Background: an optimization exercise with open tools, aiming at a short achievable clock period and few clock cycles. Do not read the settings as production practice. Where RTL was checked, it was by simulation tests only, not by an equivalence proof against the original. The RTL of runs 3 and 5 was laid out without a check of its function. Power and IR drop assume default switching activity.

--- design.v ---
module Registers_file (
		input clk,
		input rst,
		input [4:0] src1,
		input [4:0] src2,
		input [4:0] dest,
		input [31:0] Write_Val,
		input Write_EN,           
		output [31:0] reg1,
		output [31:0] reg2
);
	reg [31:0] regs [1:31];
	integer i;
	always @(posedge clk, posedge rst) begin
		if (rst) begin
			for (i = 1; i < 32; i = i + 1)
				regs[i] <= i;
		end else if (Write_EN)
			regs[dest] <= Write_Val;
	end
	wire [31:0] r1 = (src1 == 5'd0) ? 32'd0 : regs[src1];
	wire [31:0] r2 = (src2 == 5'd0) ? 32'd0 : regs[src2];
	assign reg1 = (Write_EN && dest == src1) ? Write_Val : r1;
	assign reg2 = (Write_EN && dest == src2) ? Write_Val : r2;
endmodule
module mips_cpu(
	input clk,
	input rst,
	output [31:0] imem_addr,
	input  [31:0] imem_data,
	output [17:0] sram_addr,
	output [15:0] sram_dq_out,
	input  [15:0] sram_dq_in,
	output sram_we_n
);
	localparam QD = 4;           
	localparam QB = 3;           
	localparam [5:0] OP_ADD = 6'b000001, OP_SUB = 6'b000011, OP_AND = 6'b000101,
		OP_OR = 6'b000110, OP_NOR = 6'b000111, OP_XOR = 6'b001000, OP_SLA = 6'b001001,
		OP_SLL = 6'b001010, OP_SRA = 6'b001011, OP_SRL = 6'b001100, OP_ADDI = 6'b100000,
		OP_SUBI = 6'b100001, OP_LD = 6'b100100, OP_ST = 6'b100101, OP_BEZ = 6'b101000,
		OP_BNE = 6'b101001, OP_JMP = 6'b101010;
	reg  [31:0] pc;
	reg  [31:0] d_ins;           
	reg  [31:0] d_pc4;
	reg         e_wen, e_load, e_store, e_bez, e_bne, e_jmp, e_brnz, e_pred;
	reg  [4:0]  e_dst;
	reg         e_sub, e_add, e_and, e_or, e_nor, e_xor, e_sll, e_srl, e_sra;
	reg  [31:0] e_a, e_b, e_rt, e_pc4, e_tgt;
	reg  [3:0]  e_fa, e_fb, e_ft;    
	reg         m1_wen, m1_load;
	reg  [4:0]  m1_dst;
	reg  [31:0] m1_res;
	reg         m2_wen, m2_load, m2_usedq;
	reg  [4:0]  m2_dst;
	reg  [31:0] m2_res;
	reg         w_wen;
	reg  [4:0]  w_dst;
	reg  [31:0] w_val;
	reg  [7:0]  q_w [0:QD-1];
	reg  [31:0] q_d [0:QD-1];
	reg  [QB-1:0] q_cnt;
	reg         q_ph;            
	reg  [8:0]  s_addr;
	reg  [15:0] s_dq;
	reg         s_we_n;
	assign imem_addr   = pc;
	assign sram_addr   = {9'd0, s_addr};
	assign sram_dq_out = s_dq;
	assign sram_we_n   = s_we_n;
	wire [5:0]  op  = d_ins[31:26];
	wire [4:0]  rs  = d_ins[25:21];
	wire [4:0]  rt  = d_ins[20:16];
	wire [4:0]  rd  = d_ins[15:11];
	wire [31:0] imm = {{16{d_ins[15]}}, d_ins[15:0]};
	wire        imm_nz = |d_ins[15:0];
	wire i_add  = op == OP_ADD,  i_sub  = op == OP_SUB,  i_and = op == OP_AND;
	wire i_or   = op == OP_OR,   i_nor  = op == OP_NOR,  i_xor = op == OP_XOR;
	wire i_sll  = op == OP_SLA || op == OP_SLL;
	wire i_sra  = op == OP_SRA,  i_srl  = op == OP_SRL;
	wire i_addi = op == OP_ADDI, i_subi = op == OP_SUBI;
	wire i_ld   = op == OP_LD,   i_st   = op == OP_ST;
	wire i_bez  = op == OP_BEZ,  i_bne  = op == OP_BNE,  i_jmp = op == OP_JMP;
	wire i_rtype = i_add | i_sub | i_and | i_or | i_nor | i_xor | i_sll | i_sra | i_srl;
	wire i_itype = i_addi | i_subi | i_ld;
	wire use_rs  = i_rtype | i_itype | i_st | i_bez | i_bne;
	wire use_rt  = i_rtype | i_st | i_bne;
	wire [4:0] dst = i_rtype ? rd : rt;
	wire wen = (i_rtype | i_itype) && dst != 5'd0;
	wire pred = (i_jmp | i_bne | (i_bez & d_ins[15])) & imm_nz;
	wire [31:0] rf_a, rf_b;
	Registers_file rf(.clk(clk), .rst(rst), .src1(rs), .src2(rt), .dest(w_dst),
		.Write_Val(w_val), .Write_EN(w_wen), .reg1(rf_a), .reg2(rf_b));
	wire rs_e  = e_wen  && e_dst  == rs;
	wire rs_m1 = m1_wen && m1_dst == rs;
	wire rs_m2 = m2_wen && m2_dst == rs;
	wire rt_e  = e_wen  && e_dst  == rt;
	wire rt_m1 = m1_wen && m1_dst == rt;
	wire rt_m2 = m2_wen && m2_dst == rt;
	wire [3:0] fa = rs_e ? 4'b0001 : rs_m1 ? 4'b0010 : rs_m2 ? 4'b0100 : 4'b1000;
	wire [3:0] ft = rt_e ? 4'b0001 : rt_m1 ? 4'b0010 : rt_m2 ? 4'b0100 : 4'b1000;
	wire ld_haz = (use_rs && ((rs_e && e_load) || (rs_m1 && m1_load))) ||
	              (use_rt && ((rt_e && e_load) || (rt_m1 && m1_load)));
	wire ld_ld  = i_ld && e_load;
	wire q_full = ({1'b0, q_cnt} + {{QB{1'b0}}, e_store}) >= QD;
	wire id_stall = ld_haz || ld_ld || (i_st && q_full);
	wire [31:0] d_tgt = d_pc4 + {imm[29:0], 2'b00};
	wire [31:0] fwd_a = ({32{e_fa[0]}} & m1_res) | ({32{e_fa[1]}} & m2_res) |
	                    ({32{e_fa[2]}} & w_val)  | ({32{e_fa[3]}} & e_a);
	wire [31:0] fwd_b = ({32{e_fb[0]}} & m1_res) | ({32{e_fb[1]}} & m2_res) |
	                    ({32{e_fb[2]}} & w_val)  | ({32{e_fb[3]}} & e_b);
	wire [31:0] fwd_t = ({32{e_ft[0]}} & m1_res) | ({32{e_ft[1]}} & m2_res) |
	                    ({32{e_ft[2]}} & w_val)  | ({32{e_ft[3]}} & e_rt);
	wire [31:0] sum = fwd_a + (e_sub ? ~fwd_b : fwd_b) + {31'd0, e_sub};
	wire        big = |fwd_b[31:5];
	wire [4:0]  sh  = fwd_b[4:0];
	wire [31:0] r_sll = big ? 32'd0 : (fwd_a << sh);
	wire [31:0] r_srl = big ? 32'd0 : (fwd_a >> sh);
	wire signed [31:0] sra_v = $signed(fwd_a) >>> sh;
	wire [31:0] r_sra = big ? {32{fwd_a[31]}} : sra_v;
	wire [31:0] alu = ({32{e_add}} & sum) |
	                  ({32{e_and}} & (fwd_a & fwd_b)) |
	                  ({32{e_or }} & (fwd_a | fwd_b)) |
	                  ({32{e_nor}} & ~(fwd_a | fwd_b)) |
	                  ({32{e_xor}} & (fwd_a ^ fwd_b)) |
	                  ({32{e_sll}} & r_sll) |
	                  ({32{e_srl}} & r_srl) |
	                  ({32{e_sra}} & r_sra);
	wire taken = e_jmp | (e_bez & (fwd_a == 32'd0)) | (e_bne & (fwd_a != fwd_t));
	wire mispredict = e_brnz & (taken != e_pred);
	wire [31:0] redirect = taken ? e_tgt : e_pc4;
	wire id_redirect = pred & ~id_stall;
	reg        qhit;
	reg [31:0] qdat;
	integer k;
	always @(*) begin
		qhit = 1'b0;
		qdat = 32'd0;
		for (k = 0; k < QD; k = k + 1)
			if (k < q_cnt && q_w[k] == m1_res[9:2]) begin
				qhit = 1'b1;
				qdat = q_d[k];
			end
	end
	wire q_push = e_store;
	wire q_wr   = !m1_load && !e_load && q_cnt != 0;
	wire q_pop  = q_wr && q_ph;
	integer j;
	always @(posedge clk or posedge rst) begin
		if (rst) begin
			s_addr <= 9'd0;
			s_dq   <= 16'd0;
			s_we_n <= 1'b1;
			q_cnt  <= {QB{1'b0}};
			q_ph   <= 1'b0;
		end else begin
			if (m1_load) begin
				s_addr <= {m1_res[9:2], 1'b0};
				s_we_n <= 1'b1;
			end else if (e_load) begin
				s_addr <= {sum[9:2], 1'b1};
				s_we_n <= 1'b1;
			end else if (q_cnt != 0) begin
				s_addr <= {q_w[0], q_ph};
				s_dq   <= q_ph ? q_d[0][31:16] : q_d[0][15:0];
				s_we_n <= 1'b0;
			end else
				s_we_n <= 1'b1;
			if (q_wr) q_ph <= ~q_ph;
			q_cnt <= q_cnt + {{QB-1{1'b0}}, q_push} - {{QB-1{1'b0}}, q_pop};
		end
	end
	always @(posedge clk) begin
		for (j = 0; j < QD; j = j + 1) begin
			if (q_push && j == q_cnt - {{QB-1{1'b0}}, q_pop}) begin
				q_w[j] <= sum[9:2];
				q_d[j] <= fwd_t;
			end else if (q_pop) begin
				if (j < QD - 1) begin
					q_w[j] <= q_w[j+1];
					q_d[j] <= q_d[j+1];
				end
			end
		end
	end
	always @(posedge clk or posedge rst) begin
		if (rst) begin
			pc <= 32'd0;
			d_ins <= 32'd0;
			{e_wen, e_load, e_store, e_bez, e_bne, e_jmp, e_brnz, e_pred} <= 8'd0;
			{m1_wen, m1_load} <= 2'b0;
			{m2_wen, m2_load, m2_usedq} <= 3'b0;
			w_wen <= 1'b0;
		end else begin
			if (mispredict)
				pc <= redirect;
			else if (id_redirect)
				pc <= d_tgt;
			else if (!id_stall)
				pc <= pc + 32'd4;
			if (mispredict || id_redirect)
				d_ins <= 32'd0;
			else if (!id_stall)
				d_ins <= imem_data;
			if (mispredict || id_stall)
				{e_wen, e_load, e_store, e_bez, e_bne, e_jmp, e_brnz, e_pred} <= 8'd0;
			else begin
				e_wen <= wen;
				e_load <= i_ld;
				e_store <= i_st;
				e_bez <= i_bez;
				e_bne <= i_bne;
				e_jmp <= i_jmp;
				e_brnz <= (i_bez | i_bne | i_jmp) & imm_nz;
				e_pred <= pred;
			end
			m1_wen <= e_wen;
			m1_load <= e_load;
			m2_wen <= m1_wen;
			m2_load <= m1_load;
			m2_usedq <= m1_load & ~qhit;
			w_wen <= m2_wen;
		end
	end
	always @(posedge clk) begin
		if (!mispredict && !id_redirect && !id_stall)
			d_pc4 <= pc + 32'd4;
		e_dst <= dst;
		e_sub <= i_sub | i_subi;
		e_add <= i_add | i_sub | i_addi | i_subi | i_ld | i_st;
		e_and <= i_and;
		e_or  <= i_or;
		e_nor <= i_nor;
		e_xor <= i_xor;
		e_sll <= i_sll;
		e_srl <= i_srl;
		e_sra <= i_sra;
		e_a   <= rf_a;
		e_b   <= (i_itype | i_st) ? imm : rf_b;
		e_rt  <= rf_b;
		e_fa  <= fa;
		e_fb  <= (i_itype | i_st) ? 4'b1000 : ft;
		e_ft  <= ft;
		e_pc4 <= d_pc4;
		e_tgt <= d_tgt;
		m1_dst <= e_dst;
		m1_res <= alu;
		m2_dst <= m1_dst;
		m2_res <= m1_load ? (qhit ? qdat : {sram_dq_in, 16'd0}) : m1_res;
		w_dst <= m2_dst;
		w_val <= {m2_res[31:16], m2_usedq ? sram_dq_in : m2_res[15:0]};
	end
endmodule
--- run.sh ---
#!/bin/bash
# synth_recipe.tcl (not shown) runs the flow's synth.tcl, then flattens the netlist and writes it again
# the make line also repeats each setting of config.mk as NAME=value (left out here)
make -C /OpenROAD-flow-scripts/flow DESIGN_CONFIG=/design/flow/config.mk WORK_HOME=/design/flow/orfs CLKGATE_MAP_FILE= SYNTH_SCRIPT=/design/flow/synth_recipe.tcl finish
--- config.mk ---
export PLATFORM = sky130hd
export DESIGN_NAME = mips_cpu
export DESIGN_NICKNAME = mips_cpu
export VERILOG_FILES = /design/flow/design.v
export SDC_FILE = /design/flow/constraint.sdc
export NUM_CORES = 4
export LEC_CHECK = 0
export ABC_CLOCK_PERIOD_IN_PS = 4000
export CAP_MARGIN = 20
export CORE_MARGIN = 2
export CORE_UTILIZATION = 40
export PLACE_DENSITY = 0.6
export SETUP_SLACK_MARGIN = 5
export SLEW_MARGIN = 20
--- constraint.sdc ---
create_clock -name core_clock -period 15.0 [get_ports {clk}]
set_input_delay 3.0000 -clock core_clock [delete_from_list [all_inputs] [get_ports {clk}]]
set_output_delay 3.0000 -clock core_clock [all_outputs]
set_load 0.01 [all_outputs]
==> flow_summary_export.csv, run 1 <==
group,metric,value,unit
run_status,status,"timing/DRC/antenna clean",
logic_synthesis,async_flop_share,69.3,%
logic_synthesis,ys_top_cells_by_area,"dfrtp_1, mux2_2, dfxtp_1, edfxtp_1, a22oi_1",
worst_setup_path,end_kind,"flip-flop",
global_route,gr-total-overflow,0,
floorplan,die_w,460,microns
place,dp_hpwl,235000,microns
logic_synthesis,ys_seq_elements,1586,
drt,via_count,73051,
worst_setup_path,arrival,6340,ps
logic_synthesis,synth_edf_count,192,
clocking,numCtsBuffers,175,
flow_run,drv_cap,0,
power,vdd.ir_drop.worst,177,uV
sta,hold_ws,378,ps
worst_setup_path,path_max_fanout,62,
floorplan,num_rows,167,
power,power.total,0.0125,W
sta,finalCriticalPeriod,5650,ps
logic_synthesis,yosysWarningCount,5,
clocking,cts_sinks,1586,
place,dpl_cell_area,0.0874,sq mm
sta,slew_headroom,9.35,%
power,switching_share,31.7,%
floorplan,core_region_area,0.207,sq mm
logic_synthesis,netlist_area,0.0832,sq mm
floorplan,die_height,460,microns
worst_setup_path,crit_type,"reg -> reg",
power,p_seq_share,44.1,%
hold_path,hold_class,"reg -> reg",
sta,period_share,37.6,%
drt,drtIter0Drc,13449,
sta,fin_skew,57.2,ps
sta,setup_viol,0,
clocking,clock_latency,870,ps
sta,max_freq,177,MHz
drt,drt_wl_total,389000,microns
clocking,postCtsHoldBufs,0,
global_route,grt_use_total,35.7,%
power,pwr-share-comb,19.6,%
hold_path,min_delay_worst_endpoint,"e_pc4[25]",
drt,dr.pass1.iters,13,
sta,rsz0062_at_grt,"no",
floorplan,dieArea,0.212,sq mm
place,place.gp.congestion,0.995,
clocking,h-tree-depth,4,
drt,drc_errors,0,
hold_path,hold_start,"d_pc4[25]",
worst_setup_path,timing.rr.end,"m1_res[29]",
sta,worst_slew_pin_slew,1350,ps
worst_setup_path,rrSetupSlack,9350,ps
logic_synthesis,synth_top_flop_cell,"dfrtp_1",
logic_synthesis,synthCells,7653,
logic_synthesis,synth.top_cells.by_count,"mux2_2, dfrtp_1, a22oi_1",
clocking,cts_setup_buffers,0,
worst_setup_path,reg2reg_from,"w_val[3]",
drt,ant_nets,0,
cells_and_area,nets,7625,
clocking,clkTransAtPathRegs,60,ps
sta,finalHoldViolCount,0,
worst_setup_path,startpoint_type,"flip-flop",
worst_setup_path,required,15700,ps
power,power.share.clock,36.3,%
cells_and_area,syn_to_final_growth,12.4,%
global_route,grt_pass1_wl,540000,microns
power,internal-power,0.00857,W
logic_synthesis,yosysUniqueCellTypes,87,
logic_synthesis,yosys.area.top_type,"dfrtp_1",
clocking,clockRootBuffer,"clkbuf_16",
logic_synthesis,yosysMostFrequentCell,"mux2_2",
power,leakagePower,40.3,nW
power,switchingPower,0.00397,W
floorplan,start_util,40.2,%
cells_and_area,drive_above_1_share,24.8,%
hold_path,whs_path_depth,0,
drt,viasPerCell,7.09,
clocking,clk_path_buf_depth,3,
global_route,grt_max_degree,187,
floorplan,pin_count,117,
clocking,cts_tree,"yes",
logic_synthesis,synth_top_area_share,30.6,%
drt,routedWlPerCell,37.8,microns
power,powerDensity,134,mW/mm^2
worst_setup_path,r2r_cells,15,
sta,slew_viol_final,0,
cells_and_area,nFillCells,19163,
cells_and_area,fin_area,0.0935,sq mm
global_route,antenna_found_initial,25,
place,io_buffers,107,
logic_synthesis,synth.avg_cell_area,10.9,sq um
logic_synthesis,yosysSeqAreaShare,47.2,%
clocking,cts_resized,0,
global_route,grt_pass1_vias,69220,
cells in the final DEF (no fill, tap or decap), drive strengths merged, types with 230 or more instances in the layout:
cell type	n
dfrtp	1018
o21ai	238
dfxtp	295
a22o	280
nor2	262
clkbuf	257
buf	233
mux2	1095
a22oi	633
mux2i	235
a21oi	295
nand2	441
a221oi	230
final cells by class:
| type | instances | area, sq um | area share, % |
|---|---|---|---|
| multi-input cells | 5185 | 41300 | 44.1 |
| flip-flops and latches | 1586 | 39300 | 42.0 |
| clock buffers | 257 | 5090 | 5.44 |
| well taps | 2704 | 3380 | 3.62 |
| repair buffers | 340 | 2930 | 3.13 |
| clock inverters | 71 | 932 | 0.997 |
| inverters | 152 | 574 | 0.614 |
| diodes | 14 | 35.0 | 0.0375 |
power groups by stage:
stage / registers (W) / logic, W / clock network, W
floorplan: 0.00541 / 0.00150 / 0
global placement: 0.00556 / 0.00235 / 0
detailed placement: 0.00558 / 0.00238 / 0
CTS: 0.00551 / 0.00239 / 0.00456
global route: 0.00558 / 0.00261 / 0.00475
finish: 0.00553 / 0.00246 / 0.00455
state kept, by name, indices dropped and copies added, names as in the netlist, 5 cells and up:
signal / cells
rf.regs: 992
m1_dst: 5
e_dst: 5
e_a: 32
w_val: 32
s_addr: 9
w_dst: 5
pc: 32
e_pc4: 30
d_ins: 32
e_rt: 32
m1_res: 32
q_w: 32
s_dq: 16
q_d: 128
d_pc4: 32
m2_dst: 5
e_tgt: 32
e_b: 32
m2_res: 32
per-layer routing:
metal	global-route usage (%)	up-vias	wire length [microns]	part of all wire [%]
li1	-	28806	-	-
met1	44.2	36415	143000	37
met2	50.6	6016	159000	41
met3	14.3	1793	53700	14
met4	24.4	21	33300	8.6
met5	0	-	252	0.065
stage by stage:
stage,worst slack (ps),util [%],cells,TNS [ps]
after global routing,9140,45.2,10301,0
after floorplan,-3100,-,7661,-3152600
after detailed placement,8830,42.2,9965,0
after CTS,9250,45.1,10293,0
after global placement,8880,42.2,9963,0
final,9350,45.2,10309,0
kinds of logic (layout without fill, tap and decap cells):
kind of cell / Yosys count / after routing / synth area share (%)
flops: 1586 / 1586 / 47.2
mux: 1332 / 1332 / 17.7
compound gates: 2141 / 2141 / 18.9
other cells: 1 / 23 / 0.00451
xor+xnor: 174 / 174 / 1.83
simple gates: 1394 / 1394 / 8.15
fa+ha+maj: 135 / 135 / 2.06
buf+inv: 890 / 820 / 4.13
critical path: stages, from the launching register on:
cell and delay [ps]:
dfxtp_2 810, a22oi_1 320, nand2_2 190, buf_4 590, inv_1 90, buf_4 360, xnor2_1 220, ha_1 350
inv_1 100, a311oi_1 90, a311o_1 500, o211ai_1 370, nand3b_1 300, a31oi_1 550, a2111oi_0 220, or3_1 380
worst max-delay path by stage:
| stage | start | endpoint | slack (ps) | depth (start not counted) |
|---|---|---|---|---|
| after floorplan | rst | d_ins[0] | -3100 | 1 |
| after global placement | rst | rf.regs[1][20] | 8880 | 5 |
| after detailed placement | rst | rf.regs[1][20] | 8830 | 5 |
| after CTS | w_val[4] | m1_res[29] | 9250 | 15 |
| after global routing | w_val[3] | m1_res[29] | 9140 | 15 |
| final | w_val[3] | m1_res[29] | 9350 | 15 |
Testbench counts, summed over its fixed seeds: cycles 26,935.
==> run 2: changes to the inputs <==
==> flow/run.sh (new file) <==
#!/bin/bash
# Standard ORFS layout; timing repair aims at a margin below the clock period so that the
# achieved period (clock period less setup slack) is as short as the logic allows.
set -euo pipefail
bash standard.sh SETUP_SLACK_MARGIN=10.5 finish > orfs_finish.log 2>&1
==> standard.sh (new file) <==
#!/bin/bash
# synth_recipe.tcl (not shown) runs the flow's synth.tcl, then flattens the netlist and writes it again
# the make line also repeats each setting of config.mk as NAME=value (left out here)
make -C /OpenROAD-flow-scripts/flow DESIGN_CONFIG=/design/flow/config.mk WORK_HOME=/design/flow/orfs CLKGATE_MAP_FILE= SYNTH_SCRIPT=/design/flow/synth_recipe.tcl "${@:-finish}"
--- a/config.mk
+++ b/config.mk
@@ -11,4 +11,3 @@
 export CORE_UTILIZATION = 40
 export PLACE_DENSITY = 0.6
-export SETUP_SLACK_MARGIN = 5
 export SLEW_MARGIN = 20
removed: run.sh
==> flow_summary_export.csv, run 2 <==
group,metric,value,unit
run_status,status,"timing/DRC/antenna clean",
sta,slew_headroom,16.6,%
floorplan,start_util,40.2,%
place,dp_hpwl,236000,microns
clocking,clk_path_buf_depth,3,
cells_and_area,nets,7682,
cells_and_area,top_regs,"rf.regs (992), q_d (128)",
drt,routedWlPerCell,37.5,microns
clocking,cts_sinks,1586,
logic_synthesis,yosys.area.top_type,"dfrtp_1",
global_route,antenna_found_initial,25,
clocking,numCtsBuffers,173,
logic_synthesis,synth_compound_gate_area_share,18.9,%
sta,hold_ws,344,ps
cells_and_area,fin_cells,10361,
logic_synthesis,synth-simple-area-share,8.15,%
global_route,grt_pass1_wl,537000,microns
sta,fin_skew,94.2,ps
power,pwr-share-comb,20.3,%
global_route,grt_use_total,35.5,%
clocking,postCtsHoldBufs,0,
logic_synthesis,synthMuxAreaShare,17.7,%
place,dp_slack,8200,ps
cells_and_area,final_common_cell,"mux2_2",
logic_synthesis,synth_top_flop_cell,"dfrtp_1",
worst_setup_path,path_max_fanout,17,
power,power.total,0.0126,W
power,leakagePower,40.8,nW
hold_path,hold_class,"reg -> reg",
worst_setup_path,rrSetupSlack,10280,ps
place,dp_cells,9965,
clocking,clock_latency,880,ps
place,place.gp.congestion,0.998,
power,switchingPower,0.00401,W
floorplan,dieArea,0.212,sq mm
cells_and_area,fin_area,0.0944,sq mm
logic_synthesis,yosysMostFrequentCell,"mux2_2",
drt,via_count,73033,
worst_setup_path,startpoint_type,"flip-flop",
drt,ant_nets,0,
floorplan,core_region_area,0.207,sq mm
worst_setup_path,required,15630,ps
logic_synthesis,yosysWarningCount,5,
logic_synthesis,synth_top_family_by_area,"compound AO/OA/AOI/OAI gates",
cells_and_area,final_cell_mix,"mux2_2, dfrtp_1, a22oi_1",
power,power.share.clock,36.0,%
power,switching_share,31.9,%
logic_synthesis,synthCells,7653,
power,vdd.ir_drop.worst,149,uV
global_route,grt_max_degree,91,
power,powerDensity,133,mW/mm^2
logic_synthesis,async_flop_share,69.3,%
cells_and_area,top_register,"rf.regs",
clocking,clkTransAtPathRegs,60,ps
logic_synthesis,yosysSeqAreaShare,47.2,%
sta,slew_viol_final,0,
sta,max_freq,212,MHz
sta,setup_viol,0,
power,internal-power,0.00855,W
drt,drt_wl_total,388000,microns
cells_and_area,syn_to_final_growth,13.4,%
logic_synthesis,synthAdderAreaFrac,2.06,%
floorplan,die_height,460,microns
cells_and_area,drive_above_1_share,26.4,%
logic_synthesis,netlist_area,0.0832,sq mm
clocking,clockRootBuffer,"clkbuf_16",
floorplan,die_w,460,microns
sta,final.setup.worst_slack,10280,ps
cells_and_area,largest_register_ffs,992,
logic_synthesis,ys_seq_elements,1586,
global_route,grt_pass1_vias,69274,
drt,viasPerCell,7.05,
logic_synthesis,synth_edf_count,192,
place,io_buffers,107,
global_route,gr-total-overflow,0,
logic_synthesis,ys_top_cells_by_area,"dfrtp_1, mux2_2, dfxtp_1, edfxtp_1, a22oi_1",
cells_and_area,nFillCells,19027,
drt,dr.pass1.iters,14,
logic_synthesis,synth.top_cells.by_count,"mux2_2, dfrtp_1, a22oi_1",
logic_synthesis,synth.avg_cell_area,10.9,sq um
sta,worst_slew_pin_slew,1250,ps
sta,rsz0062_at_grt,"yes",
sta,period_share,31.5,%
sta,finalHoldViolCount,0,
floorplan,num_rows,167,
clocking,cts_tree,"yes",
clocking,h-tree-depth,4,
logic_synthesis,synth_top_area_share,30.6,%
flow_run,drv_cap,0,
worst_setup_path,crit_type,"reg -> reg",
drt,drtIter0Drc,13360,
sta,finalCriticalPeriod,4720,ps
worst_setup_path,end_kind,"flip-flop",
logic_synthesis,yosys.area_share.xor_xnor,1.83,%
place,dpl_cell_area,0.0874,sq mm
power,p_seq_share,43.7,%
worst_setup_path,arrival,5350,ps
logic_synthesis,yosysUniqueCellTypes,87,
floorplan,pin_count,117,
drt,drc_errors,0,
[run 2: cell count changes in the layout (fill, tap and decap cells not counted), moves of 6 or more]
cell,before,now
clkdlybuf4s15_1,0,22
dfrtp_1,1014,996
buf_12,5,11
buf_2,0,24
clkdlybuf4s50_1,107,49
clkbuf_2,0,7
buf_4,224,254
buf_16,2,9
dfrtp_2,4,22
o31ai_1,63,55
[run 2: critical path, cell delays in order (launching register included)]
cell and delay [ps]:
dfrtp_1 780, nand2b_1 630, nor2_4 950, buf_4 670
a222oi_1 230, nand3_1 150, nor4_1 80, o31ai_1 970
[run 2: what timing repair did]
| item | in CTS | in global routing |
|---|---|---|
| cloned | 8 | 2 |
| hold endpoints to repair | 0 | 0 |
| setup endpoints to repair | 1296 | 404 |
| setup buffers | 43 | 6 |
| pin swaps | 7 | 6 |
| gates resized for setup | 253 | 49 |
[run 2: metal layers]
| layer | wire length, microns | up-vias | global-route usage, % |
|---|---|---|---|
| li1 | - | 28905 | - |
| met5 | 194 | - | 0.253 |
| met4 | 33400 | 14 | 24.8 |
| met2 | 160000 | 6063 | 50.6 |
| met1 | 143000 | 36190 | 43.8 |
| met3 | 52300 | 1861 | 14.0 |
[run 2: kinds of logic after synthesis]
logic type / count (synthesis)
flops: 1586
simple gates: 1394
compound gates: 2141
buf+inv: 890
fa+ha+maj: 135
mux: 1332
xor+xnor: 174
other cells: 1
[run 2: stage by stage]
| step | util (%) | setup TNS, ps |
|---|---|---|
| final | 45.6 | 0 |
| after global routing | 45.6 | 0 |
| after CTS | 45.5 | 0 |
| after detailed placement | 42.2 | 0 |
| after global placement | 42.2 | 0 |
| after floorplan | - | -3152600 |
[run 2: path summary, 6_finish.rpt]
kind                                 start               to  depth (start not counted)
min in group asynchronous              rst        s_addr[0]                          2
worst max register to register   d_ins[25]           e_a[8]                          7
max in group asynchronous              rst  rf.regs[20][27]                          5
worst min register to register  m2_res[23]        w_val[23]                          0
worst max-delay path             d_ins[25]           e_a[8]                          7
worst min-delay path            m2_res[23]        w_val[23]                          0
[run 2: cell type report]
| cell class | instances | area (sq um) | area share (%) |
|---|---|---|---|
| multi-input cells | 5185 | 41500 | 43.9 |
| flip-flops and latches | 1586 | 39300 | 41.7 |
| clock buffers | 255 | 5040 | 5.34 |
| repair buffers | 398 | 3600 | 3.82 |
| well taps | 2704 | 3380 | 3.58 |
| clock inverters | 68 | 955 | 1.01 |
| inverters | 152 | 578 | 0.612 |
| diodes | 12 | 30.0 | 0.0318 |
| repair inverters | 1 | 5.00 | 0.00530 |
[run 2: power by group through the flow]
stage                     Combinational, W  Clock (W)  Sequential (W)
after floorplan                    0.00150          0         0.00541
after global placement             0.00234          0         0.00556
after detailed placement           0.00238          0         0.00558
after CTS                          0.00247    0.00454         0.00547
after global routing               0.00271    0.00471         0.00554
final                              0.00255    0.00452         0.00549
==> run 3: changes to the inputs <==
--- a/design.v
+++ b/design.v
@@ -1,2 +1,28 @@
+module ALU(
+    input  [31:0] a,
+    input  [31:0] b,
+    input         cin,
+    output [31:0] s
+);
+    wire [191:0] G, P;
+    wire [31:0] p0 = a ^ b;
+    assign G[31:0] = {a[31:1] & b[31:1], (a[0] & b[0]) | (p0[0] & cin)};
+    assign P[31:0] = p0;
+    genvar l, i;
+    generate
+        for (l = 1; l <= 5; l = l + 1) begin : lvl
+            for (i = 0; i < 32; i = i + 1) begin : col
+                if (i >= (1 << (l - 1))) begin : merge
+                    assign G[32*l+i] = G[32*(l-1)+i] | (P[32*(l-1)+i] & G[32*(l-1)+i-(1<<(l-1))]);
+                    assign P[32*l+i] = P[32*(l-1)+i] & P[32*(l-1)+i-(1<<(l-1))];
+                end else begin : pass
+                    assign G[32*l+i] = G[32*(l-1)+i];
+                    assign P[32*l+i] = P[32*(l-1)+i];
+                end
+            end
+        end
+    endgenerate
+    assign s = p0 ^ {G[32*5 +: 31], cin};
+endmodule
 module Registers_file (
 		input clk,
@@ -36,4 +62,5 @@
 	localparam QD = 4;           
 	localparam QB = 3;           
+	localparam BN = 8;           
 	localparam [5:0] OP_ADD = 6'b000001, OP_SUB = 6'b000011, OP_AND = 6'b000101,
 		OP_OR = 6'b000110, OP_NOR = 6'b000111, OP_XOR = 6'b001000, OP_SLA = 6'b001001,
@@ -44,4 +71,10 @@
 	reg  [31:0] d_ins;           
 	reg  [31:0] d_pc4;
+	reg  [29:0] d_pc;            
+	reg         d_btb;           
+	reg         bt_v  [0:BN-1];
+	reg  [29:0] bt_pc [0:BN-1];
+	reg  [29:0] bt_tg [0:BN-1];
+	reg  [2:0]  bt_ptr;
 	reg         e_wen, e_load, e_store, e_bez, e_bne, e_jmp, e_brnz, e_pred;
 	reg  [4:0]  e_dst;
@@ -112,5 +145,6 @@
 	wire [31:0] fwd_t = ({32{e_ft[0]}} & m1_res) | ({32{e_ft[1]}} & m2_res) |
 	                    ({32{e_ft[2]}} & w_val)  | ({32{e_ft[3]}} & e_rt);
-	wire [31:0] sum = fwd_a + (e_sub ? ~fwd_b : fwd_b) + {31'd0, e_sub};
+	wire [31:0] sum;
+	ALU adder(.a(fwd_a), .b(e_sub ? ~fwd_b : fwd_b), .cin(e_sub), .s(sum));
 	wire        big = |fwd_b[31:5];
 	wire [4:0]  sh  = fwd_b[4:0];
@@ -130,5 +164,35 @@
 	wire mispredict = e_brnz & (taken != e_pred);
 	wire [31:0] redirect = taken ? e_tgt : e_pc4;
-	wire id_redirect = pred & ~id_stall;
+	wire id_redirect = (pred != d_btb) & ~id_stall;
+	wire [31:0] id_target = pred ? d_tgt : d_pc4;
+	wire bt_install = pred & ~d_btb & ~id_stall;
+	reg        bt_hit;
+	reg [29:0] bt_nxt;
+	integer b;
+	always @(*) begin
+		bt_hit = 1'b0;
+		bt_nxt = 30'd0;
+		for (b = 0; b < BN; b = b + 1)
+			if (bt_v[b] && bt_pc[b] == pc[31:2]) begin
+				bt_hit = 1'b1;
+				bt_nxt = bt_tg[b];
+			end
+	end
+	integer bi;
+	always @(posedge clk or posedge rst) begin
+		if (rst) begin
+			for (bi = 0; bi < BN; bi = bi + 1)
+				bt_v[bi] <= 1'b0;
+			bt_ptr <= 3'd0;
+		end else if (bt_install) begin
+			bt_v[bt_ptr] <= 1'b1;
+			bt_ptr <= bt_ptr + 3'd1;
+		end
+	end
+	always @(posedge clk)
+		if (bt_install) begin
+			bt_pc[bt_ptr] <= d_pc;
+			bt_tg[bt_ptr] <= d_tgt[31:2];
+		end
 	reg        qhit;
 	reg [31:0] qdat;
@@ -188,4 +252,5 @@
 			pc <= 32'd0;
 			d_ins <= 32'd0;
+			d_btb <= 1'b0;
 			{e_wen, e_load, e_store, e_bez, e_bne, e_jmp, e_brnz, e_pred} <= 8'd0;
 			{m1_wen, m1_load} <= 2'b0;
@@ -196,11 +261,14 @@
 				pc <= redirect;
 			else if (id_redirect)
-				pc <= d_tgt;
+				pc <= id_target;
 			else if (!id_stall)
-				pc <= pc + 32'd4;
-			if (mispredict || id_redirect)
+				pc <= bt_hit ? {bt_nxt, 2'b00} : pc + 32'd4;
+			if (mispredict || id_redirect) begin
 				d_ins <= 32'd0;
-			else if (!id_stall)
+				d_btb <= 1'b0;
+			end else if (!id_stall) begin
 				d_ins <= imem_data;
+				d_btb <= bt_hit;
+			end
 			if (mispredict || id_stall)
 				{e_wen, e_load, e_store, e_bez, e_bne, e_jmp, e_brnz, e_pred} <= 8'd0;
@@ -224,6 +292,8 @@
 	end
 	always @(posedge clk) begin
-		if (!mispredict && !id_redirect && !id_stall)
+		if (!mispredict && !id_redirect && !id_stall) begin
 			d_pc4 <= pc + 32'd4;
+			d_pc  <= pc[31:2];
+		end
 		e_dst <= dst;
 		e_sub <= i_sub | i_subi;
==> flow_summary_export.csv, run 3 <==
group,metric,value,unit
worst_setup_path,r2r_cells,12,
clocking,cts_sinks,2108,
worst_setup_path,critical_path_buf_inv_count,4,
sta,rsz0062_at_grt,"yes",
drt,route.met3.wl,63300,microns
floorplan,core_region_area,0.262,sq mm
worst_setup_path,startpoint_type,"flip-flop",
floorplan,die_w,517,microns
drt,highest_layer,"met5",
drt,ant_nets,0,
drt,dr.pass1.iters,14,
run_status,status,"timing/DRC/antenna clean",
worst_setup_path,rrSetupSlack,10280,ps
cells_and_area,nets,9294,
logic_synthesis,synth.avg_cell_area,11.4,sq um
sta,worst_slew_pin_slew,1290,ps
cells_and_area,final_cell_mix,"mux2_2, dfrtp_1, edfxtp_1",
logic_synthesis,netlist_area,0.105,sq mm
logic_synthesis,ys_top_cells_by_area,"dfrtp_1, edfxtp_1, mux2_2, dfxtp_1, a22oi_1",
logic_synthesis,yosysUniqueCellTypes,92,
global_route,grt_use_total,34.4,%
logic_synthesis,synth.top_cells.by_count,"mux2_2, dfrtp_1, edfxtp_1",
cells_and_area,largest_register_ffs,992,
drt,drt_wl_total,474000,microns
floorplan,pin_count,117,
cells_and_area,nFillCells,23914,
sta,finalCriticalPeriod,4720,ps
floorplan,num_rows,188,
flow_run,drv_cap,0,
place,dp_hpwl,275000,microns
worst_setup_path,path_cells,"buf_4 > buf_4 > nand3b_1 > nor2_4 > buf_4 > buf_4 > a22oi_1 > nand3_1 > nor4_1 > a21oi_1 > mux2_2 > mux2_2",
worst_setup_path,required,15790,ps
worst_setup_path,path_max_fanout,23,
drt,drtIter0Drc,16169,
drt,viasPerCell,6.88,
worst_setup_path,arrival,5510,ps
sta,slew_viol_final,0,
cells_and_area,fin_cells,12824,
worst_setup_path,slowest_delay,580,ps
clocking,h-tree-depth,4,
worst_setup_path,end_kind,"flip-flop",
place,place.gp.congestion,0.983,
hold_path,whs_path_depth,0,
sta,max_freq,212,MHz
place,io_buffers,107,
floorplan,die_height,517,microns
sta,period_share,31.5,%
place,dp_cells,12304,
clocking,cts_tree,"yes",
cells_and_area,drive_above_1_share,24.1,%
global_route,antenna_found_initial,33,
logic_synthesis,synth_top_flop_cell,"dfrtp_1",
worst_setup_path,crit_type,"reg -> reg",
power,vdd.ir_drop.worst,204,uV
sta,finalHoldViolCount,0,
global_route,grt_pass1_wl,654000,microns
cells_and_area,top_register,"rf.regs",
sta,slew_headroom,13.0,%
clocking,clkTransAtPathRegs,60,ps
logic_synthesis,async_flop_share,52.7,%
logic_synthesis,synth_top_area_share,24.5,%
clocking,numCtsBuffers,226,
clocking,clockRootBuffer,"clkbuf_16",
clocking,clk_path_buf_depth,4,
worst_setup_path,crit_family,"buffers and inverters",
worst_setup_path,crit_cells,12,
cells_and_area,syn_to_final_growth,13.9,%
power,leakagePower,48.8,nW
logic_synthesis,synth_edf_count,702,
drt,wl_met1,176000,microns
clocking,postCtsHoldBufs,0,
place,dpl_cell_area,0.110,sq mm
cells_and_area,top_regs,"rf.regs (992), bt_pc (240), bt_tg (240)",
sta,setup_viol,0,
global_route,gr-total-overflow,0,
worst_setup_path,slowest_stage,"buf_4",
drt,drc_errors,0,
logic_synthesis,yosysSeqAreaShare,52.2,%
global_route,grt_max_degree,183,
logic_synthesis,synthCells,9190,
clocking,clock_latency,920,ps
floorplan,dieArea,0.267,sq mm
logic_synthesis,ys_seq_elements,2108,
drt,met2WireLength,198000,microns
drt,routedWlPerCell,37.0,microns
sta,fin_skew,113,ps
logic_synthesis,yosys.area.top_type,"dfrtp_1",
floorplan,start_util,40.2,%
cells_and_area,fin_area,0.120,sq mm
hold_path,hold_class,"reg -> reg",
global_route,grt_pass1_vias,83469,
cells_and_area,final_common_cell,"mux2_2",
logic_synthesis,yosysMostFrequentCell,"mux2_2",
power,powerDensity,147,mW/mm^2
worst_setup_path,crit_top_cell,"buf_4",
drt,via_count,88179,
logic_synthesis,yosysWarningCount,6,
cells_and_area,finish.utilization,45.7,%
-- run 3: cell count changes after synthesis, moves of 64 or more --
| cell | delta |
|---|---|
| a21oi_1 | +83 |
| buf_2 | +64 |
| edfxtp_1 | +510 |
| nand2_1 | +111 |
| nand3_1 | +66 |
| nand4_1 | +111 |
| nor2_1 | +93 |
| xnor2_1 | +259 |
-- run 3: kinds of logic (layout without fill, tap and decap cells) --
group	after synthesis	after routing	synth area share, %
mux	1338	1338	14.1
simple gates	1867	1869	8.75
other cells	1	30	0.00357
fa+ha+maj	142	142	1.71
xor+xnor	421	421	3.53
buf+inv	990	1078	3.78
flops	2108	2108	52.2
compound gates	2323	2323	16.0
-- run 3: final cells by class --
| type | count | area, sq um | area share, % |
|---|---|---|---|
| timing repair buffer | 492 | 4750 | 3.97 |
| clock buffer | 333 | 6610 | 5.52 |
| tap | 3515 | 4400 | 3.67 |
| sequential | 2108 | 54900 | 45.9 |
| clock inverter | 81 | 953 | 0.796 |
| antenna | 21 | 52.6 | 0.0439 |
| timing repair inverter | 2 | 11.3 | 0.00940 |
| inverter | 170 | 653 | 0.545 |
| multi-input combinational | 6102 | 47400 | 39.6 |
-- run 3: power breakdown --
group / internal (W) / switching, W
clock: 0.00337 / 0.00244
combinational: 0.00140 / 0.00273
sequential: 0.00703 / 0.000687
total: 0.0118 / 0.00585
-- run 3: worst register-to-register path, cell delays in order (launching register included) --
cell and delay, ps:
dfrtp_2 440, buf_4 380, buf_4 560, nand3b_1 440
nor2_4 170, buf_4 480, buf_4 600, a22oi_1 210
nand3_1 180, nor4_1 90, a21oi_1 480, mux2_2 420
mux2_2 200
-- run 3: final timing paths --
path                            start               to
setup reg to reg            d_ins[16]          e_b[14]
hold / removal             m2_res[20]        w_val[20]
min in group asynchronous         rst  rf.regs[28][10]
hold reg to reg            m2_res[20]        w_val[20]
setup / recovery            d_ins[16]          e_b[14]
max in group asynchronous         rst  rf.regs[17][30]
-- run 3: timing repair --
action / CTS / global route
cloned: 9 / 3
pin swaps: 10 / 4
resized for setup: 460 / 60
setup buffers: 71 / 2
setup endpoints to repair: 1357 / 416
-- run 3: routing by layer --
layer / vias to the layer above / GRT usage [%]
li1: 34799 / -
met5: - / 0.397
met1: 44002 / 44.4
met4: 31 / 21.1
met2: 7298 / 49.7
met3: 2049 / 11.3
-- run 3: per-stage QoR --
step	hold WS, ps	setup TNS [ps]	power, W	worst slack (ps)
5_1_grt	382	0	0.0181	10400
2_1_floorplan	348	-3362650	0.00963	-3260
3_5_place_dp	366	0	0.0114	8080
4_1_cts	359	0	0.0175	10400
3_3_place_gp	358	0	0.0113	8180
6_report	337	0	0.0176	10280
==> run 4: changes to the inputs <==
--- a/design.v
+++ b/design.v
@@ -30,4 +30,6 @@
 		input [4:0] src1,
 		input [4:0] src2,
+		input [31:0] src1_oh,
+		input [31:0] src2_oh,
 		input [4:0] dest,
 		input [31:0] Write_Val,
@@ -45,6 +47,14 @@
 			regs[dest] <= Write_Val;
 	end
-	wire [31:0] r1 = (src1 == 5'd0) ? 32'd0 : regs[src1];
-	wire [31:0] r2 = (src2 == 5'd0) ? 32'd0 : regs[src2];
+	reg [31:0] r1, r2;
+	integer k;
+	always @(*) begin
+		r1 = 32'd0;
+		r2 = 32'd0;
+		for (k = 1; k < 32; k = k + 1) begin
+			r1 = r1 | ({32{src1_oh[k]}} & regs[k]);
+			r2 = r2 | ({32{src2_oh[k]}} & regs[k]);
+		end
+	end
 	assign reg1 = (Write_EN && dest == src1) ? Write_Val : r1;
 	assign reg2 = (Write_EN && dest == src2) ? Write_Val : r2;
@@ -73,4 +83,5 @@
 	reg  [29:0] d_pc;            
 	reg         d_btb;           
+	reg  [31:0] d_rs_oh, d_rt_oh;    
 	reg         bt_v  [0:BN-1];
 	reg  [29:0] bt_pc [0:BN-1];
@@ -123,5 +134,6 @@
 	wire pred = (i_jmp | i_bne | (i_bez & d_ins[15])) & imm_nz;
 	wire [31:0] rf_a, rf_b;
-	Registers_file rf(.clk(clk), .rst(rst), .src1(rs), .src2(rt), .dest(w_dst),
+	Registers_file rf(.clk(clk), .rst(rst), .src1(rs), .src2(rt),
+		.src1_oh(d_rs_oh), .src2_oh(d_rt_oh), .dest(w_dst),
 		.Write_Val(w_val), .Write_EN(w_wen), .reg1(rf_a), .reg2(rf_b));
 	wire rs_e  = e_wen  && e_dst  == rs;
@@ -253,4 +265,6 @@
 			d_ins <= 32'd0;
 			d_btb <= 1'b0;
+			d_rs_oh <= 32'd1;
+			d_rt_oh <= 32'd1;
 			{e_wen, e_load, e_store, e_bez, e_bne, e_jmp, e_brnz, e_pred} <= 8'd0;
 			{m1_wen, m1_load} <= 2'b0;
@@ -267,7 +281,11 @@
 				d_ins <= 32'd0;
 				d_btb <= 1'b0;
+				d_rs_oh <= 32'd1;
+				d_rt_oh <= 32'd1;
 			end else if (!id_stall) begin
 				d_ins <= imem_data;
 				d_btb <= bt_hit;
+				d_rs_oh <= 32'd1 << imem_data[25:21];
+				d_rt_oh <= 32'd1 << imem_data[20:16];
 			end
 			if (mispredict || id_stall)
==> flow_summary_export.csv, run 4 <==
group,metric,value,unit
cells_and_area,multiInputGateArea,0.0462,sq mm
logic_synthesis,synth_edf_count,702,
worst_setup_path,end_kind,"output port",
cells_and_area,nets,9154,
power,power.total,0.0170,W
hold_path,hold_start,"m2_res[23]",
worst_setup_path,crit_family,"flip-flops",
place,io_buffers,107,
worst_setup_path,r2r_cells,16,
sta,slew_headroom,11.7,%
global_route,grt_pass1_vias,82369,
logic_synthesis,yosysSeqAreaShare,53.4,%
cells_and_area,final_cell_mix,"mux2_2, dfrtp_1, edfxtp_1",
sta,slew_viol_final,0,
drt,viasPerCell,6.81,
sta,finalCriticalPeriod,4590,ps
global_route,antenna_found_initial,32,
sta,setup_tns,0,ps
logic_synthesis,yosysWarningCount,6,
power,vdd.ir_drop.worst,123,uV
worst_setup_path,path_cells,"buf_12 > buf_6",
worst_setup_path,slowest_delay,430,ps
worst_setup_path,startpoint_type,"flip-flop",
logic_synthesis,ys_seq_elements,2170,
cells_and_area,syn_to_final_growth,13.7,%
clocking,postCtsHoldBufs,0,
drt,ant_nets,0,
logic_synthesis,async_flop_share,54.1,%
power,leakagePower,50.2,nW
logic_synthesis,synth.top_cells.by_count,"dfrtp_1, mux2_2, edfxtp_1",
floorplan,core_region_area,0.263,sq mm
worst_setup_path,crit_type,"reg -> out",
worst_setup_path,slowest_stage,"dfrtp_2",
cells_and_area,fin_area,0.120,sq mm
logic_synthesis,synth.avg_cell_area,11.7,sq um
global_route,grt_use_total,33.0,%
drt,drt_wl_total,463000,microns
drt,routedWlPerCell,36.5,microns
power,powerDensity,142,mW/mm^2
logic_synthesis,netlist_area,0.106,sq mm
drt,dr.pass1.iters,13,
logic_synthesis,ys_top_cells_by_area,"dfrtp_1, edfxtp_1, mux2_2, dfxtp_1, a22oi_1",
sta,period_share,30.6,%
clocking,numCtsBuffers,234,
sta,worst_slew_pin_slew,1310,ps
worst_setup_path,required,12000,ps
worst_setup_path,path_max_fanout,2,
worst_setup_path,timing.rr.end,"pc[24]",
hold_path,whs_path_depth,0,
logic_synthesis,yosys.area.top_type,"dfrtp_1",
logic_synthesis,synth_top_flop_cell,"dfrtp_1",
logic_synthesis,yosysMostFrequentCell,"dfrtp_1",
cells_and_area,largest_register_ffs,992,
sta,setup_viol,0,
cells_and_area,final_common_cell,"mux2_2",
logic_synthesis,synth_top_area_share,25.8,%
drt,via_count,86408,
clocking,clkTransAtPathRegs,60,ps
worst_setup_path,rrSetupSlack,10470,ps
place,dpl_cell_area,0.111,sq mm
drt,drc_errors,0,
flow_run,drv_cap,0,
cells_and_area,seqCellArea,0.0566,sq mm
logic_synthesis,synthCells,9067,
worst_setup_path,critical_path_buf_inv_count,2,
floorplan,dieArea,0.268,sq mm
sta,fin_skew,139,ps
logic_synthesis,yosysUniqueCellTypes,88,
cells_and_area,top_regs,"rf.regs (992), bt_pc (240), bt_tg (240)",
global_route,grt_pass1_wl,640000,microns
cells_and_area,nFillCells,23802,
cells_and_area,top_register,"rf.regs",
global_route,grt_max_degree,183,
clocking,clock_latency,940,ps
floorplan,die_height,518,microns
sta,finalHoldViolCount,0,
floorplan,pin_count,117,
cells_and_area,drive_above_1_share,23.6,%
clocking,h-tree-depth,4,
sta,max_freq,218,MHz
clocking,clockRootBuffer,"clkbuf_16",
clocking,clk_path_buf_depth,4,
floorplan,num_rows,188,
worst_setup_path,arrival,1590,ps
place,dp_hpwl,272000,microns
sta,final.setup.worst_slack,10410,ps
floorplan,die_w,518,microns
cells_and_area,finish.utilization,45.8,%
drt,drtIter0Drc,15531,
floorplan,start_util,40.2,%
place,place.gp.congestion,0.965,
hold_path,min_delay_worst_endpoint,"w_val[23]",
worst_setup_path,reg2reg_from,"e_fa[2]",
hold_path,hold_class,"reg -> reg",
run_status,status,"timing/DRC/antenna clean",
clocking,cts_tree,"yes",
global_route,gr-total-overflow,0,
place,dp_slack,8190,ps
sta,rsz0062_at_grt,"yes",
clocking,cts_sinks,2170,
run 4: changes by cell type in the layout (fill, tap and decap cells not counted), sizes merged, moves of 57 or more:
| cell | previous run | this run |
|---|---|---|
| a22oi | 694 | 554 |
| xnor2 | 350 | 276 |
| dfrtp | 1030 | 1092 |
| a22o | 255 | 382 |
| xor2 | 71 | 150 |
| mux2 | 1113 | 1056 |
| nand4 | 303 | 205 |
| a21oi | 379 | 281 |
| a221oi | 212 | 297 |
run 4: final cells by class:
| class | count | area share (%) |
|---|---|---|
| Inverter | 167 | 0.561 |
| Clock buffer | 328 | 5.59 |
| Antenna cell | 18 | 0.0375 |
| Sequential cell | 2170 | 47.1 |
| Multi-Input combinational cell | 5945 | 38.4 |
| Timing Repair Buffer | 441 | 3.61 |
| Timing Repair inverter | 2 | 0.0146 |
| Tap cell | 3515 | 3.66 |
| Clock inverter | 106 | 1.00 |
run 4: how the worst max path moves through the flow:
| stage | startpoint | endpoint | slack [ps] | cells past startpoint |
|---|---|---|---|---|
| after floorplan | rst | bt_ptr[0] | -4130 | 1 |
| after global placement | w_val[6] | d_rs_oh[28] | 7890 | 15 |
| after detailed placement | e_ft[0] | d_rs_oh[24] | 8190 | 15 |
| after CTS | pc[21] | imem_addr[21] | 10350 | 2 |
| after global routing | pc[21] | imem_addr[21] | 10370 | 2 |
| final | pc[21] | imem_addr[21] | 10410 | 2 |
run 4: what timing repair did:
action | 4_1_cts | 5_1_grt
cloned | 11 | 5
setup endpoints to repair | 1032 | 776
buffers inserted | 45 | 10
resized for setup | 466 | 52
hold endpoints to repair | 0 | 0
pin swaps | 13 | 7
run 4: cell families (layout without fill, tap and decap cells):
logic type	after synthesis	count (layout)	synth area share (%)
multiplexers	1298	1298	13.5
other	1	27	0.00355
flip-flops	2170	2170	53.4
buffers and inverters	966	1044	3.56
XOR/XNOR	426	426	3.53
AO/OA/AOI/OAI	2300	2300	16.3
AND/OR/NAND/NOR	1763	1769	7.99
adder cells (fa/ha/maj)	143	143	1.71
run 4: per-layer routing:
metal	GRT usage [%]	part of all wire, %	vias up
met1	42.7	37	43395
met2	47.6	42	6884
met5	0.142	0.045	-
li1	-	-	34267
met4	20.5	7.7	20
met3	10.9	13	1842
run 4: metrics by stage:
| step | std cells | hold WS (ps) |
|---|---|---|
| 2_1_floorplan | 9075 | 348 |
| 3_3_place_gp | 12164 | 359 |
| 3_5_place_dp | 12167 | 357 |
| 4_1_cts | 12657 | 377 |
| 5_1_grt | 12681 | 390 |
| 6_report | 12692 | 370 |
run 4: worst register-to-register path: cells and delay by family, from the launching register on:
| family | cells | cell delay (ps) |
|---|---|---|
| AO/OA/AOI/OAI | 4 | 1360 |
| AND/OR/NAND/NOR | 5 | 1330 |
| buffers and inverters | 6 | 1200 |
| flip-flops | 1 | 300 |
| multiplexers | 1 | 250 |
run 4: report_power, final:
part | internal [W] | switching (W)
clock network | 0.00350 | 0.00251
logic | 0.00115 | 0.00214
registers | 0.00712 | 0.000595
Testbench counts of run 4, summed over its fixed seeds: cycles 26,673.
==> run 5: changes to the inputs <==
--- a/design.v
+++ b/design.v
@@ -72,5 +72,4 @@
 	localparam QD = 4;           
 	localparam QB = 3;           
-	localparam BN = 8;           
 	localparam [5:0] OP_ADD = 6'b000001, OP_SUB = 6'b000011, OP_AND = 6'b000101,
 		OP_OR = 6'b000110, OP_NOR = 6'b000111, OP_XOR = 6'b001000, OP_SLA = 6'b001001,
@@ -78,18 +77,18 @@
 		OP_SUBI = 6'b100001, OP_LD = 6'b100100, OP_ST = 6'b100101, OP_BEZ = 6'b101000,
 		OP_BNE = 6'b101001, OP_JMP = 6'b101010;
-	reg  [31:0] pc;
-	reg  [31:0] d_ins;           
+	reg  [31:0] pc;              
+	reg  [31:0] pcn;             
+	reg  [5:0]  d_op;            
+	reg  [25:0] d_fld;           
+	wire [31:0] d_ins = {d_op, d_fld};
 	reg  [31:0] d_pc4;
-	reg  [29:0] d_pc;            
-	reg         d_btb;           
+	reg  [31:0] d_pc8;           
+	reg         d_pred;          
 	reg  [31:0] d_rs_oh, d_rt_oh;    
-	reg         bt_v  [0:BN-1];
-	reg  [29:0] bt_pc [0:BN-1];
-	reg  [29:0] bt_tg [0:BN-1];
-	reg  [2:0]  bt_ptr;
 	reg         e_wen, e_load, e_store, e_bez, e_bne, e_jmp, e_brnz, e_pred;
 	reg  [4:0]  e_dst;
 	reg         e_sub, e_add, e_and, e_or, e_nor, e_xor, e_sll, e_srl, e_sra;
-	reg  [31:0] e_a, e_b, e_rt, e_pc4, e_tgt;
+	reg  [31:0] e_a, e_b, e_rt;
+	reg  [31:0] e_alt, e_alt4;
 	reg  [3:0]  e_fa, e_fb, e_ft;    
 	reg         m1_wen, m1_load;
@@ -108,9 +107,9 @@
 	reg  [8:0]  s_addr;
 	reg  [15:0] s_dq;
-	reg         s_we_n;
+	reg         s_we;            
 	assign imem_addr   = pc;
 	assign sram_addr   = {9'd0, s_addr};
 	assign sram_dq_out = s_dq;
-	assign sram_we_n   = s_we_n;
+	assign sram_we_n   = ~s_we;
 	wire [5:0]  op  = d_ins[31:26];
 	wire [4:0]  rs  = d_ins[25:21];
@@ -132,5 +131,4 @@
 	wire [4:0] dst = i_rtype ? rd : rt;
 	wire wen = (i_rtype | i_itype) && dst != 5'd0;
-	wire pred = (i_jmp | i_bne | (i_bez & d_ins[15])) & imm_nz;
 	wire [31:0] rf_a, rf_b;
 	Registers_file rf(.clk(clk), .rst(rst), .src1(rs), .src2(rt),
@@ -150,5 +148,4 @@
 	wire q_full = ({1'b0, q_cnt} + {{QB{1'b0}}, e_store}) >= QD;
 	wire id_stall = ld_haz || ld_ld || (i_st && q_full);
-	wire [31:0] d_tgt = d_pc4 + {imm[29:0], 2'b00};
 	wire [31:0] fwd_a = ({32{e_fa[0]}} & m1_res) | ({32{e_fa[1]}} & m2_res) |
 	                    ({32{e_fa[2]}} & w_val)  | ({32{e_fa[3]}} & e_a);
@@ -159,5 +156,6 @@
 	wire [31:0] sum;
 	ALU adder(.a(fwd_a), .b(e_sub ? ~fwd_b : fwd_b), .cin(e_sub), .s(sum));
-	wire        big = |fwd_b[31:5];
+	wire        big = (e_fb[0] & (|m1_res[31:5])) | (e_fb[1] & (|m2_res[31:5])) |
+	                  (e_fb[2] & (|w_val[31:5]))  | (e_fb[3] & (|e_b[31:5]));
 	wire [4:0]  sh  = fwd_b[4:0];
 	wire [31:0] r_sll = big ? 32'd0 : (fwd_a << sh);
@@ -175,36 +173,23 @@
 	wire taken = e_jmp | (e_bez & (fwd_a == 32'd0)) | (e_bne & (fwd_a != fwd_t));
 	wire mispredict = e_brnz & (taken != e_pred);
-	wire [31:0] redirect = taken ? e_tgt : e_pc4;
-	wire id_redirect = (pred != d_btb) & ~id_stall;
-	wire [31:0] id_target = pred ? d_tgt : d_pc4;
-	wire bt_install = pred & ~d_btb & ~id_stall;
-	reg        bt_hit;
-	reg [29:0] bt_nxt;
-	integer b;
-	always @(*) begin
-		bt_hit = 1'b0;
-		bt_nxt = 30'd0;
-		for (b = 0; b < BN; b = b + 1)
-			if (bt_v[b] && bt_pc[b] == pc[31:2]) begin
-				bt_hit = 1'b1;
-				bt_nxt = bt_tg[b];
-			end
-	end
-	integer bi;
-	always @(posedge clk or posedge rst) begin
-		if (rst) begin
-			for (bi = 0; bi < BN; bi = bi + 1)
-				bt_v[bi] <= 1'b0;
-			bt_ptr <= 3'd0;
-		end else if (bt_install) begin
-			bt_v[bt_ptr] <= 1'b1;
-			bt_ptr <= bt_ptr + 3'd1;
-		end
-	end
-	always @(posedge clk)
-		if (bt_install) begin
-			bt_pc[bt_ptr] <= d_pc;
-			bt_tg[bt_ptr] <= d_tgt[31:2];
-		end
+	wire [5:0]  f_op    = imem_data[31:26];
+	wire        f_short = (imem_data[15:8] == 8'h00) || (imem_data[15:8] == 8'hFF);
+	wire        f_br    = f_op == OP_JMP || f_op == OP_BNE || (f_op == OP_BEZ && imem_data[15]);
+	wire [10:0] f_off   = {imem_data[8:0], 2'b00};    
+	wire [31:0] f_pc8   = pcn + 32'd4;
+	wire [31:0] f_tgt, f_tgt4;
+	wire [11:0] f_lo    = {1'b0, pcn[10:0]}   + {1'b0, f_off};
+	wire [11:0] f_lo4   = {1'b0, f_pc8[10:0]} + {1'b0, f_off};
+	wire        f_same  = (f_lo[11] == f_off[10]) && (f_lo4[11] == f_off[10]) &&
+	                      (f_pc8[31:11] == pcn[31:11]);
+	wire        f_pred  = f_br && f_short && f_same;
+	assign f_tgt  = {pcn[31:11], f_lo[10:0]};
+	assign f_tgt4 = {pcn[31:11], f_lo4[10:0]};
+	wire [31:0] imm4 = {imm[29:0], 2'b00};
+	wire [31:0] d_tgt, d_tgt4;
+	ALU tgt_adder(.a(d_pc4), .b(imm4), .cin(1'b0), .s(d_tgt));
+	ALU tgt4_adder(.a(d_pc8), .b(imm4), .cin(1'b0), .s(d_tgt4));
+	wire pred = (i_jmp | i_bne | (i_bez & d_ins[15])) & imm_nz;
+	wire id_redirect = pred & ~d_pred & ~id_stall;
 	reg        qhit;
 	reg [31:0] qdat;
@@ -223,24 +208,21 @@
 	wire q_pop  = q_wr && q_ph;
 	integer j;
+	always @(posedge clk) begin
+		if (m1_load)
+			s_addr <= {m1_res[9:2], 1'b0};
+		else if (e_load)
+			s_addr <= {sum[9:2], 1'b1};
+		else if (q_cnt != 0) begin
+			s_addr <= {q_w[0], q_ph};
+			s_dq   <= q_ph ? q_d[0][31:16] : q_d[0][15:0];
+		end
+	end
 	always @(posedge clk or posedge rst) begin
 		if (rst) begin
-			s_addr <= 9'd0;
-			s_dq   <= 16'd0;
-			s_we_n <= 1'b1;
+			s_we <= 1'b0;
 			q_cnt  <= {QB{1'b0}};
 			q_ph   <= 1'b0;
 		end else begin
-			if (m1_load) begin
-				s_addr <= {m1_res[9:2], 1'b0};
-				s_we_n <= 1'b1;
-			end else if (e_load) begin
-				s_addr <= {sum[9:2], 1'b1};
-				s_we_n <= 1'b1;
-			end else if (q_cnt != 0) begin
-				s_addr <= {q_w[0], q_ph};
-				s_dq   <= q_ph ? q_d[0][31:16] : q_d[0][15:0];
-				s_we_n <= 1'b0;
-			end else
-				s_we_n <= 1'b1;
+			s_we <= q_wr;
 			if (q_wr) q_ph <= ~q_ph;
 			q_cnt <= q_cnt + {{QB-1{1'b0}}, q_push} - {{QB-1{1'b0}}, q_pop};
@@ -263,8 +245,7 @@
 		if (rst) begin
 			pc <= 32'd0;
-			d_ins <= 32'd0;
-			d_btb <= 1'b0;
-			d_rs_oh <= 32'd1;
-			d_rt_oh <= 32'd1;
+			pcn <= 32'd4;
+			d_op <= 6'd0;
+			d_pred <= 1'b0;
 			{e_wen, e_load, e_store, e_bez, e_bne, e_jmp, e_brnz, e_pred} <= 8'd0;
 			{m1_wen, m1_load} <= 2'b0;
@@ -272,20 +253,20 @@
 			w_wen <= 1'b0;
 		end else begin
-			if (mispredict)
-				pc <= redirect;
-			else if (id_redirect)
-				pc <= id_target;
-			else if (!id_stall)
-				pc <= bt_hit ? {bt_nxt, 2'b00} : pc + 32'd4;
+			if (mispredict) begin
+				pc  <= e_alt;
+				pcn <= e_alt4;
+			end else if (id_redirect) begin
+				pc  <= d_tgt;
+				pcn <= d_tgt4;
+			end else if (!id_stall) begin
+				pc  <= f_pred ? f_tgt  : pcn;
+				pcn <= f_pred ? f_tgt4 : f_pc8;
+			end
 			if (mispredict || id_redirect) begin
-				d_ins <= 32'd0;
-				d_btb <= 1'b0;
-				d_rs_oh <= 32'd1;
-				d_rt_oh <= 32'd1;
+				d_op <= 6'd0;
+				d_pred <= 1'b0;
 			end else if (!id_stall) begin
-				d_ins <= imem_data;
-				d_btb <= bt_hit;
-				d_rs_oh <= 32'd1 << imem_data[25:21];
-				d_rt_oh <= 32'd1 << imem_data[20:16];
+				d_op <= imem_data[31:26];
+				d_pred <= f_pred;
 			end
 			if (mispredict || id_stall)
@@ -310,7 +291,10 @@
 	end
 	always @(posedge clk) begin
-		if (!mispredict && !id_redirect && !id_stall) begin
-			d_pc4 <= pc + 32'd4;
-			d_pc  <= pc[31:2];
+		if (!id_stall) begin
+			d_fld <= imem_data[25:0];
+			d_rs_oh <= 32'd1 << imem_data[25:21];
+			d_rt_oh <= 32'd1 << imem_data[20:16];
+			d_pc4 <= pcn;
+			d_pc8 <= f_pc8;
 		end
 		e_dst <= dst;
@@ -330,6 +314,6 @@
 		e_fb  <= (i_itype | i_st) ? 4'b1000 : ft;
 		e_ft  <= ft;
-		e_pc4 <= d_pc4;
-		e_tgt <= d_tgt;
+		e_alt  <= pred ? d_pc4 : d_tgt;
+		e_alt4 <= pred ? d_pc8 : d_tgt4;
 		m1_dst <= e_dst;
 		m1_res <= alu;
==> flow/run.sh (replaced) <==
#!/bin/bash
# Standard ORFS layout; timing repair aims at a margin below the clock period so that the
# achieved period (clock period less setup slack) is as short as the logic allows.
set -euo pipefail
bash standard.sh SETUP_SLACK_MARGIN=10.8 finish > orfs_finish.log 2>&1
==> flow_summary_export.csv, run 5 <==
group,metric,value,unit
floorplan,pin_count,117,
drt,via_count,78902,
drt,ant_nets,0,
worst_setup_path,reg2reg_from,"pcn[2]",
logic_synthesis,yosys.area.top_type,"dfrtp_1",
floorplan,num_rows,173,
sta,setup_viol,0,
clocking,clock_latency,870,ps
place,io_buffers,107,
cells_and_area,largest_register_ffs,992,
floorplan,start_util,40.3,%
worst_setup_path,path_cells,"buf_12 > ha_4 > a21oi_4 > o2111ai_2 > a41o_1 > or3_4 > a21oi_4 > buf_6 > buf_12 > buf_16 > and3_4 > o31ai_2 > mux2_4",
flow_run,drv_cap,0,
cells_and_area,nFillCells,20430,
floorplan,core_region_area,0.223,sq mm
hold_path,whs_path_depth,0,
worst_setup_path,r2r_cells,15,
drt,dr.pass1.iters,11,
logic_synthesis,synth.top_cells.by_count,"mux2_2, dfrtp_1, nand2_1",
clocking,clk_path_buf_depth,3,
power,power.total,0.0140,W
power,vdd.ir_drop.worst,121,uV
floorplan,die_w,478,microns
sta,max_freq,215,MHz
worst_setup_path,timing.rr.end,"pc[7]",
global_route,grt_pass1_wl,572000,microns
power,powerDensity,137,mW/mm^2
clocking,postCtsHoldBufs,0,
drt,drt_wl_total,410000,microns
cells_and_area,drive_above_1_share,25.5,%
sta,hold_ws,392,ps
global_route,antenna_found_initial,29,
worst_setup_path,required,15710,ps
clocking,cts_sinks,1711,
logic_synthesis,yosysWarningCount,5,
run_status,status,"timing/DRC/antenna clean",
logic_synthesis,synthCells,8323,
hold_path,hold_class,"reg -> reg",
worst_setup_path,critical_path_buf_inv_count,4,
clocking,cts_tree,"yes",
worst_setup_path,end_kind,"flip-flop",
worst_setup_path,path_max_fanout,7,
logic_synthesis,netlist_area,0.0897,sq mm
logic_synthesis,synth_edf_count,334,
worst_setup_path,crit_family,"compound AO/OA/AOI/OAI gates",
sta,worst_slew_pin_slew,1380,ps
worst_setup_path,slowest_delay,400,ps
global_route,grt_max_degree,88,
cells_and_area,final_common_cell,"mux2_2",
logic_synthesis,yosysMostFrequentCell,"mux2_2",
logic_synthesis,ys_seq_elements,1711,
logic_synthesis,yosysUniqueCellTypes,89,
clocking,clockRootBuffer,"clkbuf_16",
worst_setup_path,arrival,5370,ps
global_route,grt_use_total,34.6,%
cells_and_area,top_register,"rf.regs",
worst_setup_path,slowest_stage,"or3_4",
logic_synthesis,async_flop_share,63.2,%
logic_synthesis,synth_top_flop_cell,"dfrtp_1",
clocking,clkTransAtPathRegs,60,ps
logic_synthesis,ys_top_cells_by_area,"dfrtp_1, mux2_2, edfxtp_1, dfxtp_1, a22oi_1",
clocking,numCtsBuffers,185,
cells_and_area,multiInputGateArea,0.0443,sq mm
logic_synthesis,synth.avg_cell_area,10.8,sq um
sta,finalHoldViolCount,0,
hold_path,min_delay_worst_endpoint,"m2_dst[4]",
sta,period_share,31.0,%
drt,routedWlPerCell,35.9,microns
floorplan,die_height,478,microns
power,leakagePower,44.8,nW
sta,fin_skew,76.1,ps
## run 5: changes by cell type in the layout (fill, tap and decap cells not counted), moves of 58 or more
| cell | change |
|---|---|
| xnor2_1 | -152 |
| a21oi_1 | +59 |
| nor2_1 | +86 |
| dfrtp_2 | -58 |
| edfxtp_1 | -368 |
| mux2i_1 | -95 |
## run 5: worst max path at each step
stage,end,slack (ps),depth (start not counted),start
after detailed placement,pcn[3],8120,11,imem_data[1]
after CTS,pc[7],10410,13,imem_data[6]
after global routing,pcn[9],10270,14,imem_data[1]
final,pc[7],10340,13,imem_data[1]
after global placement,pcn[3],8140,11,imem_data[1]
after floorplan,d_op[0],-2850,1,rst
## run 5: report_power, final
part           internal (W)  switching (W)  total (W)
Clock               0.00268        0.00209    0.00478
Combinational       0.00128        0.00198    0.00325
Sequential          0.00548       0.000517    0.00599
Total               0.00944        0.00459     0.0140
## run 5: kinds of logic (layout without fill, tap and decap cells)
group                      count (synthesis)  in the layout  synth area share [%]
muxes                                   1240           1240                  15.4
other                                      1             23               0.00418
and+or+nand+nor                         1758           1758                  9.09
DFF                                     1711           1711                  48.0
xor gates and xnor gates                 226            226                  2.23
buffers and inverters                    912            990                  4.01
adders and majority gates                186            186                  2.64
AOI/OAI and AO/OA                       2289           2289                  18.6
## run 5: routing by layer
| metal | wire, microns | track usage, % | vias up |
|---|---|---|---|
| met4 | 28100 | 18.8 | 28 |
| met2 | 165000 | 48.4 | 6413 |
| li1 | - | - | 31390 |
| met5 | 342 | 0 | - |
| met1 | 157000 | 45.5 | 39337 |
| met3 | 59100 | 13.6 | 1734 |
## run 5: worst reg2reg max path, stage by stage (launching register included)
cell and delay, ps:
dfstp_2 640, ha_1 240, nand3_1 190, nor3_2 590
xnor2_1 360, ha_4 300, a21o_1 170, a41o_1 220
or3_4 380, a21oi_4 180, buf_6 150, buf_12 110
buf_16 120, and3_4 180, o31ai_2 70, mux2_4 250
## run 5: repair_timing
item / in CTS / in global routing
setup endpoints to repair: 995 / 353
gates cloned: 14 / 7
endpoints found under the hold margin: 0 / 0
setup buffers: 42 / 34
pin swaps: 59 / 55
gates resized for setup: 528 / 94
## run 5: through the flow
step	util [%]	TNS [ps]	area (sq um)	worst slack, ps	instances
floorplan	-	-2845090	89800	-2850	8331
global placement	42.2	0	93900	8140	10938
detailed placement	42.2	0	93900	8120	10939
CTS	45.7	0	102000	10410	11341
global route	46.1	0	103000	10270	11386
finish	46.1	0	103000	10340	11398
## run 5: final cells by class
class | instances | share of cell area, %
multi-input combinational | 5708 | 43.1
sequential | 1711 | 42.0
clock buffer | 272 | 5.33
timing repair buffer | 457 | 4.34
tap | 2975 | 3.62
clock inverter | 74 | 0.859
inverter | 186 | 0.698
antenna | 14 | 0.0341
timing repair inverter | 1 | 0.00487

-- separate check: timing with driven ports --
How much do the figures lean on ideal ports? The routed layouts below were timed once more, with nothing changed but the port constraints.
Step 1, drivers: a clkbuf_16 drives clk and a buf_2 each remaining input, both assumed.
Step 2 also shifts input and output timing later by t, the mid clock arrival at the registers, as if the neighbouring blocks saw the same clock.
Three values: ideal, step 1, step 2; two values: the first two.
run	t (ns)	setup WS [ns]
run 1	0.930	9.353 / 9.353 / 8.909
run 2	0.922	10.280 / 10.280 / 9.780
run 3	0.956	10.281 / 10.281 / 9.705
run 4	0.957	10.408 / 10.318 / 9.672
run 5	0.930	10.345 / 10.352 / 9.422
After both steps setup and hold are still met in every run listed. The worst setup slack also covers recovery checks on asynchronous resets.
